Background: an optimization exercise with open tools, aiming at small area, a short achievable clock period and few clock cycles per item. Do not read the settings as production practice. Where RTL was checked, it was by simulation tests only, not by an equivalence proof against the original.

job 410:
==> flow/design.v <==
`timescale 1ns / 1ps
module cordic(
    input clk,
    input rst,                 
    input start,               
    input signed [7:0] xin,
    input signed [7:0] yin,
    input signed [7:0] angle,
    output reg signed [7:0] sine,
    output reg done
);
    reg signed [7:0] x, y, z;
    reg [6:0] ph;
    wire idle = ph[0];
    reg [7:0] xs, ys, at;
    integer j, k;
    always @(*) begin
        for (j = 0; j < 8; j = j + 1) begin
            xs[j] = idle & xin[j];
            ys[j] = idle & yin[j];
            for (k = 1; k < 7; k = k + 1) begin
                xs[j] = xs[j] | (ph[k] & x[(j + k > 7) ? 7 : j + k]);
                ys[j] = ys[j] | (ph[k] & y[(j + k > 7) ? 7 : j + k]);
            end
        end
        at = ({8{idle}} & 8'd50) | ({8{ph[1]}} & 8'd29) | ({8{ph[2]}} & 8'd15)
           | ({8{ph[3]}} & 8'd8) | ({8{ph[4]}} & 8'd4) | ({8{ph[5]}} & 8'd2)
           | ({8{ph[6]}} & 8'd1);
    end
    wire signed [7:0] xa = idle ? xin : x;
    wire signed [7:0] ya = idle ? yin : y;
    wire signed [7:0] za = idle ? angle : z;
    wire neg = za[7];
    function [7:0] addsub;
        input [7:0] a, b;
        input n;
        reg [7:0] bb, g, p, gg, pp, gn, pn;
        integer i, s;
        begin
            bb = b ^ {8{n}};
            g = a & bb;
            p = a ^ bb;
            gg = g;
            pp = p;
            gg[0] = g[0] | (p[0] & n);
            for (s = 1; s < 8; s = s * 2) begin
                gn = gg;
                pn = pp;
                for (i = 0; i < 8; i = i + 1) begin
                    if ((i & s) != 0) begin
                        gn[i] = gg[i] | (pp[i] & gg[(i & ~(s - 1)) - 1]);
                        pn[i] = pp[i] & pp[(i & ~(s - 1)) - 1];
                    end
                end
                gg = gn;
                pp = pn;
            end
            addsub = p ^ {gg[6:0], n};
        end
    endfunction
    always @(posedge clk) begin
        x <= addsub(xa, ys, ~neg);
        y <= addsub(ya, xs, neg);
        z <= addsub(za, at, ~neg);
        done <= ph[6] & ~rst;
        if (rst)
            ph <= 7'b0000001;
        else if (idle)
            ph <= start ? 7'b0000010 : 7'b0000001;
        else
            ph <= {ph[5:0], ph[6]};
    end
    always @(*) sine = z[7] ? y - (x >>> 7) : y + (x >>> 7);
endmodule
Settings: LEC_CHECK=0, CAP_MARGIN=20, CORE_MARGIN=2, CORE_UTILIZATION=70, SETUP_SLACK_MARGIN=1.1, SLEW_MARGIN=20; clock period 4.0 ns.
standard.sh (not shown) runs the stock make flow with config.mk's settings and CLKGATE_MAP_FILE= SYNTH_SCRIPT=/design/flow/synth_recipe.tcl, a recipe that flattens the netlist after the stock synthesis.
==> flow/flow/run.sh <==
#!/bin/bash
# The standard layout, with the port buffers made from buf_2 cells instead of the
# slow delay buffers buffer_ports picks by default.
set -euo pipefail
export BUFFER_PORTS_ARGS="-buffer_cell sky130_fd_sc_hd__buf_2"

bash standard.sh > standard.log 2>&1
Job 410 went all the way through the flow, and no timing, DRC or antenna check failed.
Testbench counts of job 410, summed over its fixed seeds: cycles 28,000, items 4,000.
Setup changes, job 410 to job 221
- changing SETUP_SLACK_MARGIN from 1.1 to 0.8
Job 221 ran to completion and came out clean on the timing, DRC and antenna checks.
Diff job 410 -> job 221 | all-layer global routing usage | decrease of 0.91 points
Job 221 ends up with a number of optimization iterations in the first detailed-route pass that is 1 higher than in job 410.
Setup changes, job 221 to job 5453
- SETUP_SLACK_MARGIN changed from 0.8 to 1.0
==> run summary <==
Relative to job 221, multi-input combinational area share has gone down in job 5453. Job 5453 finished every step from synthesis to the final layout, and the layout passed the timing, DRC and antenna checks. In the metrics for job 221 and job 5453, the one carrying the lower instance count along the most critical hold path is job 221. Job 221 has a higher fraction of area in registers than job 5453. Setup WNS job 221 -> job 5453: better.

---

cordic, a different RTL version from the one above (not shown whole).
Size in the first run: about 32 flip-flops, roughly 36 I/O pins.
==> flow/design.v (excerpt) <==
module cordic(
    input clk,
    input rst,                 
    input start,               
    input signed [7:0] xin,
    input signed [7:0] yin,
    input signed [7:0] angle,
    output reg signed [7:0] sine,
    output reg done
);
    reg signed [7:0] x, y, z;
    reg [6:0] ph;
    wire idle = ph[0];
    reg [7:0] xs, ys, at;
    integer j, k;
    always @(*) begin
        for (j = 0; j < 8; j = j + 1) begin
            xs[j] = idle & xin[j];
            ys[j] = idle & yin[j];
            for (k = 1; k < 7; k = k + 1) begin
                xs[j] = xs[j] | (ph[k] & x[(j + k > 7) ? 7 : j + k]);
                ys[j] = ys[j] | (ph[k] & y[(j + k > 7) ? 7 : j + k]);
            end
        end
        at = ({8{idle}} & 8'd50) | ({8{ph[1]}} & 8'd29) | ({8{ph[2]}} & 8'd15)
           | ({8{ph[3]}} & 8'd8) | ({8{ph[4]}} & 8'd4) | ({8{ph[5]}} & 8'd2)
           | ({8{ph[6]}} & 8'd1);
    end
    wire signed [7:0] xa = idle ? xin : x;
    wire signed [7:0] ya = idle ? yin : y;
    wire signed [7:0] za = idle ? angle : z;
    wire neg = za[7];
    function [7:0] addsub;
        input [7:0] a, b;
        input n;
        reg [8:0] t;
        begin
            t = {a, 1'b1} + {b ^ {8{n}}, n};
            addsub = t[8:1];
        end
    endfunction
    always @(posedge clk) begin
        x <= addsub(xa, ys, ~neg);
        y <= addsub(ya, xs, neg);
        z <= addsub(za, at, ~neg);
        done <= ph[6] & ~rst;
        if (rst)
            ph <= 7'b0000001;
        else if (idle)
            ph <= start ? 7'b0000010 : 7'b0000001;
        else
            ph <= {ph[5:0], ph[6]};
    end
    always @(*) sine = z[7] ? y - (x >>> 7) : y + (x >>> 7);
endmodule
Settings: LEC_CHECK=0, CAP_MARGIN=20, CORE_MARGIN=2, CORE_UTILIZATION=70, SETUP_SLACK_MARGIN=0.8, SLEW_MARGIN=20; clock period 4.0 ns.
run.sh (not shown) runs the stock make flow with config.mk's settings and CLKGATE_MAP_FILE= SYNTH_SCRIPT=/design/flow/synth_recipe.tcl, a recipe that flattens the netlist after the stock synthesis.
Stock flow here: none of the scripts above is used.
The starting point finished with timing, DRC and antenna clean.
Testbench counts at the start, summed over its fixed seeds: cycles 28,000, items 4,000.
Then changed:
CORE_UTILIZATION = 40   (was 70)
SETUP_SLACK_MARGIN = 0.4   (was 0.8)
Outcome: The new run passed the timing, DRC and antenna checks. Die area came out higher by 70%. Area after synthesis stays the same. Setup slack is worse by 0.34 ns.
Then changed:
==> flow/flow/run.sh (new file) <==
#!/bin/bash
# The standard layout, with the port buffers made from buf_2 cells instead of the
# slow delay buffers buffer_ports picks by default.
set -euo pipefail
export BUFFER_PORTS_ARGS="-buffer_cell sky130_fd_sc_hd__buf_2"

bash standard.sh > standard.log 2>&1
==> flow/standard.sh (new file) <==
#!/bin/bash
# synth_recipe.tcl (not shown) runs the flow's synth.tcl, then flattens the netlist and writes it again
# the make line also repeats each setting of config.mk as NAME=value (left out here)
make -C /OpenROAD-flow-scripts/flow DESIGN_CONFIG=/design/flow/config.mk WORK_HOME=/design/flow/orfs CLKGATE_MAP_FILE= SYNTH_SCRIPT=/design/flow/synth_recipe.tcl "${@:-finish}"
CORE_UTILIZATION = 70   (was 40)
CTS_BUF_LIST = sky130_fd_sc_hd__clkbuf_16   (was default)
CTS_CLUSTER_DIAMETER = 200   (was default)
CTS_CLUSTER_SIZE = 50   (was default)
SETUP_SLACK_MARGIN = 0.8   (was 0.4)
removed: flow/run.sh
Wire length goes down by a few percent; cell area goes down by a few percent; via count goes up by a few percent; first-iteration DRC count goes up by about a fifth; setup slack gets better by 0.39 ns; synthesized area does not change.

---

cordic, a different RTL version from the one above (not shown whole).
For scale: roughly 290 cells after synthesis, ~32 flip-flops, roughly 36 I/O pins, ~0.0025 sq mm of cells after synthesis.
export LEC_CHECK = 0
export CAP_MARGIN = 20
export CORE_MARGIN = 2
export CORE_UTILIZATION = 70
export CTS_BUF_LIST = sky130_fd_sc_hd__clkbuf_8
export PLACE_DENSITY = 0.7
export SETUP_SLACK_MARGIN = 1.1
export SLEW_MARGIN = 20
create_clock -name core_clock -period 4.0 [get_ports {clk}]
standard.sh (not shown) runs the stock make flow with config.mk's settings and CLKGATE_MAP_FILE= SYNTH_SCRIPT=/design/flow/synth_recipe.tcl, a recipe that flattens the netlist after the stock synthesis.
==> flow/flow/run.sh <==
#!/bin/bash
# The standard layout, with the port buffers made from buf_2 cells instead of the
# slow delay buffers buffer_ports picks by default.
set -euo pipefail
export BUFFER_PORTS_ARGS="-buffer_cell sky130_fd_sc_hd__buf_2"

bash standard.sh > standard.log 2>&1
Testbench counts at the start, summed over its fixed seeds: cycles 28,000, items 4,000.
Then changed:
--- a/flow/flow/run.sh
+++ b/flow/flow/run.sh
@@ -6 +6 @@
-
+export ADDER_MAP_FILE=
CTS_BUF_LIST = default   (was sky130_fd_sc_hd__clkbuf_8)
PLACE_DENSITY = default   (was 0.7)
SETUP_SLACK_MARGIN = 1.0   (was 1.1)
Die area grows by 14%.
Synthesized area increases by 15%.
Clock-buffer cell count stays the same.
Utilization shrinks by 3.6 points.
Final cell count goes up by 15%.
Final area rises by 12%.
Wire length rises by 24%.
Worst hold slack loses 0.020 ns.
Then changed:
--- a/flow/flow/run.sh
+++ b/flow/flow/run.sh
@@ -6 +6 @@
-export ADDER_MAP_FILE=
+
Area after synthesis shrinks by 13%.
Routed wire length came out lower by 21%.
Count of clock-buffer cells in the layout does not change.
Critical path depth shrinks by 1.
Cell count goes down by 14%.
Maximum frequency rises by 3.3%.
Utilization grows by 2.0 points.
Setup slack gains 0.095 ns.
First-iteration DRC count goes down by 20%.

---

Starting RTL as in the previous note.
clock: 4.0 ns
lec_check: 0
cap_margin: 20
core_margin: 2
core_utilization: 70
cts_buf_list: sky130_fd_sc_hd__clkbuf_8
setup_slack_margin: 1.2
slew_margin: 20
==> flow/flow/run.sh <==
#!/bin/bash
# The standard layout, with the port buffers made from buf_2 cells instead of the
# slow delay buffers buffer_ports picks by default.
set -euo pipefail
export BUFFER_PORTS_ARGS="-buffer_cell sky130_fd_sc_hd__buf_2"

bash standard.sh > standard.log 2>&1
Testbench counts at the start, summed over its fixed seeds: cycles 28,000, items 4,000.
Change:
--- a/flow/config.mk
+++ b/flow/config.mk
@@ -12,2 +12,3 @@
 export SETUP_SLACK_MARGIN = 1.2
 export SLEW_MARGIN = 20
+export TNS_END_PERCENT = 5
Effect: Global-route usage fell by 0.22 points; core utilization fell by 0.48 points; wire length fell by a few percent; synthesized area is unchanged; design area fell slightly.
Change:
--- a/flow/config.mk
+++ b/flow/config.mk
@@ -8,7 +8,6 @@
 export CAP_MARGIN = 20
 export CORE_MARGIN = 2
-export CORE_UTILIZATION = 70
+export CORE_UTILIZATION = 60
 export CTS_BUF_LIST = sky130_fd_sc_hd__clkbuf_8
-export SETUP_SLACK_MARGIN = 1.2
+export SETUP_SLACK_MARGIN = 1.1
 export SLEW_MARGIN = 20
-export TNS_END_PERCENT = 5
Effect: Clock skew is about the same. Routed wire length fell by a few percent. Final cell count does not change. Setup slack got worse by 53 ps. Synthesized cell count stays the same.
Change:
--- a/flow/config.mk
+++ b/flow/config.mk
@@ -8,6 +8,6 @@
 export CAP_MARGIN = 20
 export CORE_MARGIN = 2
-export CORE_UTILIZATION = 60
+export CORE_UTILIZATION = 70
 export CTS_BUF_LIST = sky130_fd_sc_hd__clkbuf_8
-export SETUP_SLACK_MARGIN = 1.1
+export SETUP_SLACK_MARGIN = 1.0
 export SLEW_MARGIN = 20
After rerunning:
- The changed run completed with no timing, DRC or antenna violations
- routed wire length went up by 0.94%
- design area decreases by 1.1%
- utilization rises by 12 points
- clock skew stays flat
- global-route usage climbs by 4.3 points
- worst setup slack loses 26 ps
- hold slack gets better by 22 ps
- synthesized cell count does not change
Change:
==> flow/run.sh (new file) <==
#!/bin/bash
# synth_recipe.tcl (not shown) runs the flow's synth.tcl, then flattens the netlist and writes it again
# the make line also repeats each setting of config.mk as NAME=value (left out here)
make -C /OpenROAD-flow-scripts/flow DESIGN_CONFIG=/design/flow/config.mk WORK_HOME=/design/flow/orfs CLKGATE_MAP_FILE= SYNTH_SCRIPT=/design/flow/synth_recipe.tcl finish
removed: flow/flow/run.sh
removed: flow/standard.sh
=> Wire length rises by 14%; design area rises by 9.7%; synthesized area stays the same; fmax falls by 4.5%.

---

## v6
cordic, a different RTL version from the one above (not shown whole).
For scale: ~340 cells after synthesis, ~31 flip-flops.
clock: 4.0 ns
lec_check: 0
cap_margin: 20
core_margin: 2
core_utilization: 70
setup_slack_margin: 0.8
slew_margin: 20
==> flow/flow/run.sh <==
#!/bin/bash
# The standard layout, with the port buffers made from buf_2 cells instead of the
# slow delay buffers buffer_ports picks by default.
set -euo pipefail
export BUFFER_PORTS_ARGS="-buffer_cell sky130_fd_sc_hd__buf_2"
export ADDER_MAP_FILE=
bash standard.sh > standard.log 2>&1
v6: complete, dirty (negative setup slack)
Input-level comparison between v7 and v6:
diff --git a/flow/flow/run.sh b/flow/flow/run.sh
--- a/flow/flow/run.sh
+++ b/flow/flow/run.sh
@@ -6 +6 @@
-export ADDER_MAP_FILE=
+
==> run summary <==
- Complete run, failing final checks: v7, reason negative setup slack.
- The run showing the greater portion of netlist area occupied by mux cells is v6.
- Of the two candidates, v6 has the better smallest setup slack after layout and v7 the worse one.
- Of v7 and v6, v6 shows the lower simple-gate share of the synthesized area, with v7 above it.
- Share of the cycle needed by the critical path after routing: v7 vs v6 up 12 points
- When the final numbers for v7 and v6 were put side by side, the number of ordinary inverters in the final layout turned out to be smaller in v6.
No run of this note included a check of the RTL's function; only the layout flow was run.

---

nickel:
cordic, a different RTL version from the one above (not shown whole).
For scale: ~320 cells after synthesis, about 32 flip-flops, about 36 I/O pins, ~2800 um^2 of cells after synthesis.
==> flow/config.mk <==
export PLATFORM = sky130hd
export DESIGN_NAME = cordic
export DESIGN_NICKNAME = cordic
export VERILOG_FILES = /design/flow/design.v
export SDC_FILE = /design/flow/constraint.sdc
export NUM_CORES = 4
export LEC_CHECK = 0
export CAP_MARGIN = 20
export CORE_MARGIN = 2
export CORE_UTILIZATION = 70
export SETUP_SLACK_MARGIN = 1.0
export SLEW_MARGIN = 20
export TNS_END_PERCENT = 5
==> flow/constraint.sdc <==
create_clock -name core_clock -period 4.0 [get_ports {clk}]
set_input_delay 0.8000 -clock core_clock [delete_from_list [all_inputs] [get_ports {clk}]]
set_output_delay 0.8000 -clock core_clock [all_outputs]
set_load 0.01 [all_outputs]
==> flow/flow/run.sh <==
#!/bin/bash
# The standard layout, with the port buffers made from buf_2 cells instead of the
# slow delay buffers buffer_ports picks by default.
set -euo pipefail
export BUFFER_PORTS_ARGS="-buffer_cell sky130_fd_sc_hd__buf_2"

bash standard.sh > standard.log 2>&1
Testbench counts of nickel, summed over its fixed seeds: cycles 28,000, items 4,000.
For harbor, these inputs were changed with respect to nickel:
Settings: removing TNS_END_PERCENT (formerly 5); changing SETUP_SLACK_MARGIN from 1.0 to 1.2.
## What came out
The final reports for harbor and nickel show overall routed net length higher in the former. harbor vs nickel: detailed router's first-iteration violation count up in harbor. When the final numbers for harbor and nickel were put side by side, the total buffers and inverters traversed by the critical path turned out to be greater in harbor. Final layout net count came out higher on harbor than on nickel. harbor: met1 usage in global routing 3.2 points above nickel. harbor and nickel ended up with roughly the same maximum achievable frequency. Changes observed in harbor relative to nickel: share of post-route cells with drive strength above 1 increased by 10 points relative to the old numbers, post-layout utilization of the core increased 8.3 points, total vias in the final route higher.
Modified inputs, garnet compared to harbor
Settings: SETUP_SLACK_MARGIN: 1.2 -> 0.8.
Results
Sort garnet and harbor by met2 layer wire length in the routed design asc -> top: garnet. Of garnet and harbor, the lower setup slack of the most critical reg-to-reg path belongs to harbor. The non-clock buffering overhead in the final layout reported for garnet is smaller than that of harbor by 5.4 points. Compared garnet vs harbor, and post-layout worst setup margin is down in garnet.
--- input diff garnet..cedar ---
-- flow/flow/run.sh --
<<< garnet, line 4
set -euo pipefail
export BUFFER_PORTS_ARGS="-buffer_cell sky130_fd_sc_hd__buf_2"

bash standard.sh > standard.log 2>&1
>>> cedar, line 4
set -euo pipefail
export BUFFER_PORTS_ARGS="-buffer_cell sky130_fd_sc_hd__buf_2"
export ADDER_MAP_FILE=
bash standard.sh > standard.log 2>&1
### Flow results
Note that the via count recorded for garnet amounts to 0.875 times the value seen in cedar.
Diff garnet -> cedar: number of synthesized register bits now sits at about the same level, first-iteration DRC count now sits lower, final instance area now sits higher.
Compare garnet and cedar | slew at the pin closest to its max-slew limit lower: garnet

## static timing again, ports no longer ideal
No port has a modelled driver above. Below, the same layouts with a new extraction and two added sets of constraints.
Step 1: set_driving_cell puts a clkbuf_16 on clk and a buf_2 on each other input, an assumption about the parent block.
Step 2 adds t to the input delays and takes it off the output delays; t is the mean of the earliest and latest rising clock arrival at the registers after step 1. Input paths then give back, and output paths get back, about the clock's delay inside the block.
Three values: ideal, step 1, step 2; two values: the first two.
run	shift t [ns]	setup WS [ns]	pins driven straight from the clock port
job 410	0.311	1.120 / 1.093 / 1.045	1
job 221	0.314	0.955 / 0.927 / 0.943	1
job 5453	0.317	1.096 / 1.067 / 0.904	1
the first run of note 2	0.320	0.928 / 0.900 / 0.601	1
the second run of note 2	0.322	0.589 / 0.561 / 0.508	1
the third run of note 2	0.309	0.984 / 0.966 / 0.689	1
the first run of note 3	0.320	1.232 / 1.204 / 0.958	1
the second run of note 3	0.326	1.059 / 1.029 / 0.879	1
the third run of note 3	0.373	1.154 / 1.128 / 0.925	1
the first run of note 4	0.322	1.274 / 1.243 / 1.028	1
the second run of note 4	0.320	1.274 / 1.243 / 1.027	1
the third run of note 4	0.313	1.222 / 1.226 / 0.913	1
the fourth run of note 4	0.317	1.196 / 1.168 / 0.956	1
the fifth run of note 4	0.324	1.064 / 1.060 / 0.748	1
v6	0.320	-0.202 / -0.232 / 0.088	1
v7	0.322	-0.692 / -0.721 / -0.399	1
nickel	0.316	1.060 / 1.030 / 0.861	1
harbor	0.321	1.053 / 1.023 / 0.995	1
garnet	0.314	0.991 / 0.962 / 0.750	1
cedar	0.314	0.977 / 0.981 / 0.674	1
For the first run of note 2, which loses most, drivers alone change the setup slack by -0.028 ns; drivers and shift together by -0.327 ns.
